What follows belongs to an exercise in optimizing a design on an open flow for small area; a production flow would make more cautious choices. Function was checked by simulation only, so behaviour that the tests miss may differ from the original. No activity file was given, so power comes from the tool's default toggle rates.

## run A
==> flow/design.v (excerpt) <==
module cpu_core(
    input clk,
    input rst,
    output [5:0] pc_out,
    input [15:0] instr_out,
    input [15:0] mem_Data_in,
    output mem_wr,
    output mem_rd,
    output [15:0] reg_Data_2,
    output [5:0] data_mem_address
    );
Size in the first run: ~1,200 cells after synthesis, ~280 flip-flops, about 64 I/O pins, roughly 16,000 µm² of cells after synthesis.
==> flow/config.mk <==
export PLATFORM = sky130hd
export DESIGN_NAME = cpu_core
export DESIGN_NICKNAME = cpu_core
export VERILOG_FILES = /design/flow/design.v
export SDC_FILE = /design/flow/constraint.sdc
export NUM_CORES = 4
export LEC_CHECK = 0
export CAP_MARGIN = 20
export CORE_MARGIN = 2
export CORE_UTILIZATION = 50
export CTS_CLUSTER_DIAMETER = 80
export CTS_CLUSTER_SIZE = 30
export GPL_TIMING_DRIVEN = 0
export SLEW_MARGIN = 20
export SYNTH_HIERARCHICAL = 1
export SYNTH_MINIMUM_KEEP_SIZE = 0
==> flow/constraint.sdc <==
create_clock -name core_clock -period 11.0 [get_ports {clk}]
set_input_delay 2.2000 -clock core_clock [delete_from_list [all_inputs] [get_ports {clk}]]
set_output_delay 2.2000 -clock core_clock [all_outputs]
set_load 0.01 [all_outputs]
standard.sh (not shown) runs the stock make flow with config.mk's settings and CLKGATE_MAP_FILE= SYNTH_SCRIPT=/design/flow/synth_recipe.tcl, a recipe that flattens the netlist after the stock synthesis.
==> flow/flow/run.sh <==
#!/bin/bash
set -euo pipefail
export BUFFER_PORTS_ARGS="-buffer_cell sky130_fd_sc_hd__buf_1"
export RECOVER_POWER=100
export POST_GLOBAL_ROUTE_TCL="$PWD/flow/post_grt.tcl"
bash standard.sh > standard_flow.log 2>&1
==> flow/flow/post_grt.tcl <==
# Runs at the end of global routing, after power recovery: repair the slew and
# capacitance limits again, then setup and hold, and write the route guides anew.
global_route -start_incremental
repair_design_helper
detailed_placement
global_route -end_incremental
estimate_parasitics -global_routing
global_route -start_incremental
repair_timing_helper
detailed_placement
global_route -end_incremental
estimate_parasitics -global_routing
report_check_types -max_slew -max_capacitance
report_worst_slack
write_guides $::env(RESULTS_DIR)/route.guide
Run A finished every stage and its layout cleared the timing, DRC and antenna checks.
Input-level comparison between run B and run A:
diff --git a/flow/flow/run.sh b/flow/flow/run.sh
--- a/flow/flow/run.sh
+++ b/flow/flow/run.sh
@@ -4,2 +4,3 @@
 export RECOVER_POWER=100
+export REMOVE_ABC_BUFFERS=1
 export POST_GLOBAL_ROUTE_TCL="$PWD/flow/post_grt.tcl"
diff --git a/flow/config.mk b/flow/config.mk
--- a/flow/config.mk
+++ b/flow/config.mk
@@ -10,5 +10,7 @@
 export CORE_UTILIZATION = 50
-export CTS_CLUSTER_DIAMETER = 80
-export CTS_CLUSTER_SIZE = 30
+export CTS_BUF_LIST = sky130_fd_sc_hd__clkbuf_8
+export CTS_CLUSTER_DIAMETER = 60
+export CTS_CLUSTER_SIZE = 18
 export GPL_TIMING_DRIVEN = 0
+export SETUP_SLACK_MARGIN = 0.1
 export SLEW_MARGIN = 20
==> comparison <==
The higher switching part of the total power came out of run B.
Run A has higher HPWL after detailed placement than run B.
Run B packs its core looser than run A.
Of run B and run A, it is run B that has the lower first-iteration DRC count.
The following lists how run C was set up differently from run B:
diff --git a/flow/config.mk b/flow/config.mk
--- a/flow/config.mk
+++ b/flow/config.mk
@@ -10,7 +10,5 @@
 export CORE_UTILIZATION = 50
-export CTS_BUF_LIST = sky130_fd_sc_hd__clkbuf_8
-export CTS_CLUSTER_DIAMETER = 60
-export CTS_CLUSTER_SIZE = 18
+export CTS_CLUSTER_DIAMETER = 80
+export CTS_CLUSTER_SIZE = 30
 export GPL_TIMING_DRIVEN = 0
-export SETUP_SLACK_MARGIN = 0.1
 export SLEW_MARGIN = 20
Re global-route congestion overflow total: no difference whatsoever between run B and run C.
Reported for run B and run C, antenna violation net count after detailed routing turned out identical to the last digit.
Delta (run C minus run B): number of vias after detailed routing shows no meaningful change, sequential share of layout area closely matched the old numbers.
Edits applied to the flow inputs when going from run C to run D:
diff --git a/flow/config.mk b/flow/config.mk
--- a/flow/config.mk
+++ b/flow/config.mk
@@ -13,2 +13,3 @@
 export GPL_TIMING_DRIVEN = 0
+export PLACE_DENSITY = 0.75
 export SLEW_MARGIN = 20
### Flow results
Diff run C -> run D | clock network fraction of total power | decrease of 1.9 points. In the tables for run D and run C, power reads higher with run C. Wire length after detailed routing delta for run D relative to run C: 5.9% lower. Against run C, non-filler instance count after layout in run D fell slightly. Area occupied by multi-input gates: run D vs run C down 0.78%. The least setup slack across all paths after layout number comes out lower for run C vs run D. Run D vs run C: met3 track demand over resource in global routing up.

-- what the ideal ports hide --
The flow's constraints put no driver on any port. The routed layouts listed below were extracted and timed again, unchanged, in two steps.
Step 1 sets driving cells, clkbuf_16 on the clock port and buf_2 on the other inputs (assumed; they add their load-dependent delay and slew).
Step 2 times the ports against the registers' clock, not the clock port: input delays grow and output delays shrink by t, the midpoint of the rising clock arrivals with the driver on.
a / b / c = no drivers / after step 1 / after step 2; a / b = the first two.
run | t, ns | setup WS [ns] | worst hold slack (ns) | pins driven straight from the clock port
run A | 0.540 | 0.256 / 0.275 / -0.265 | 0.507 / 0.507 / 0.507 | 1
run B | 0.607 | 0.276 / 0.299 / -0.309 | 0.501 / 0.501 / 0.501 | 1
run C | 0.549 | 0.231 / 0.256 / -0.293 | 0.500 / 0.500 / 0.500 | 1
run D | 0.530 | 0.322 / 0.347 / -0.183 | 0.505 / 0.505 / 0.505 | 1
Met with ideal ports but missed after step 2: setup timing in every run listed. The setup slack of run B, which loses most, moves by +0.023 ns with the drivers and by -0.585 ns with both steps.
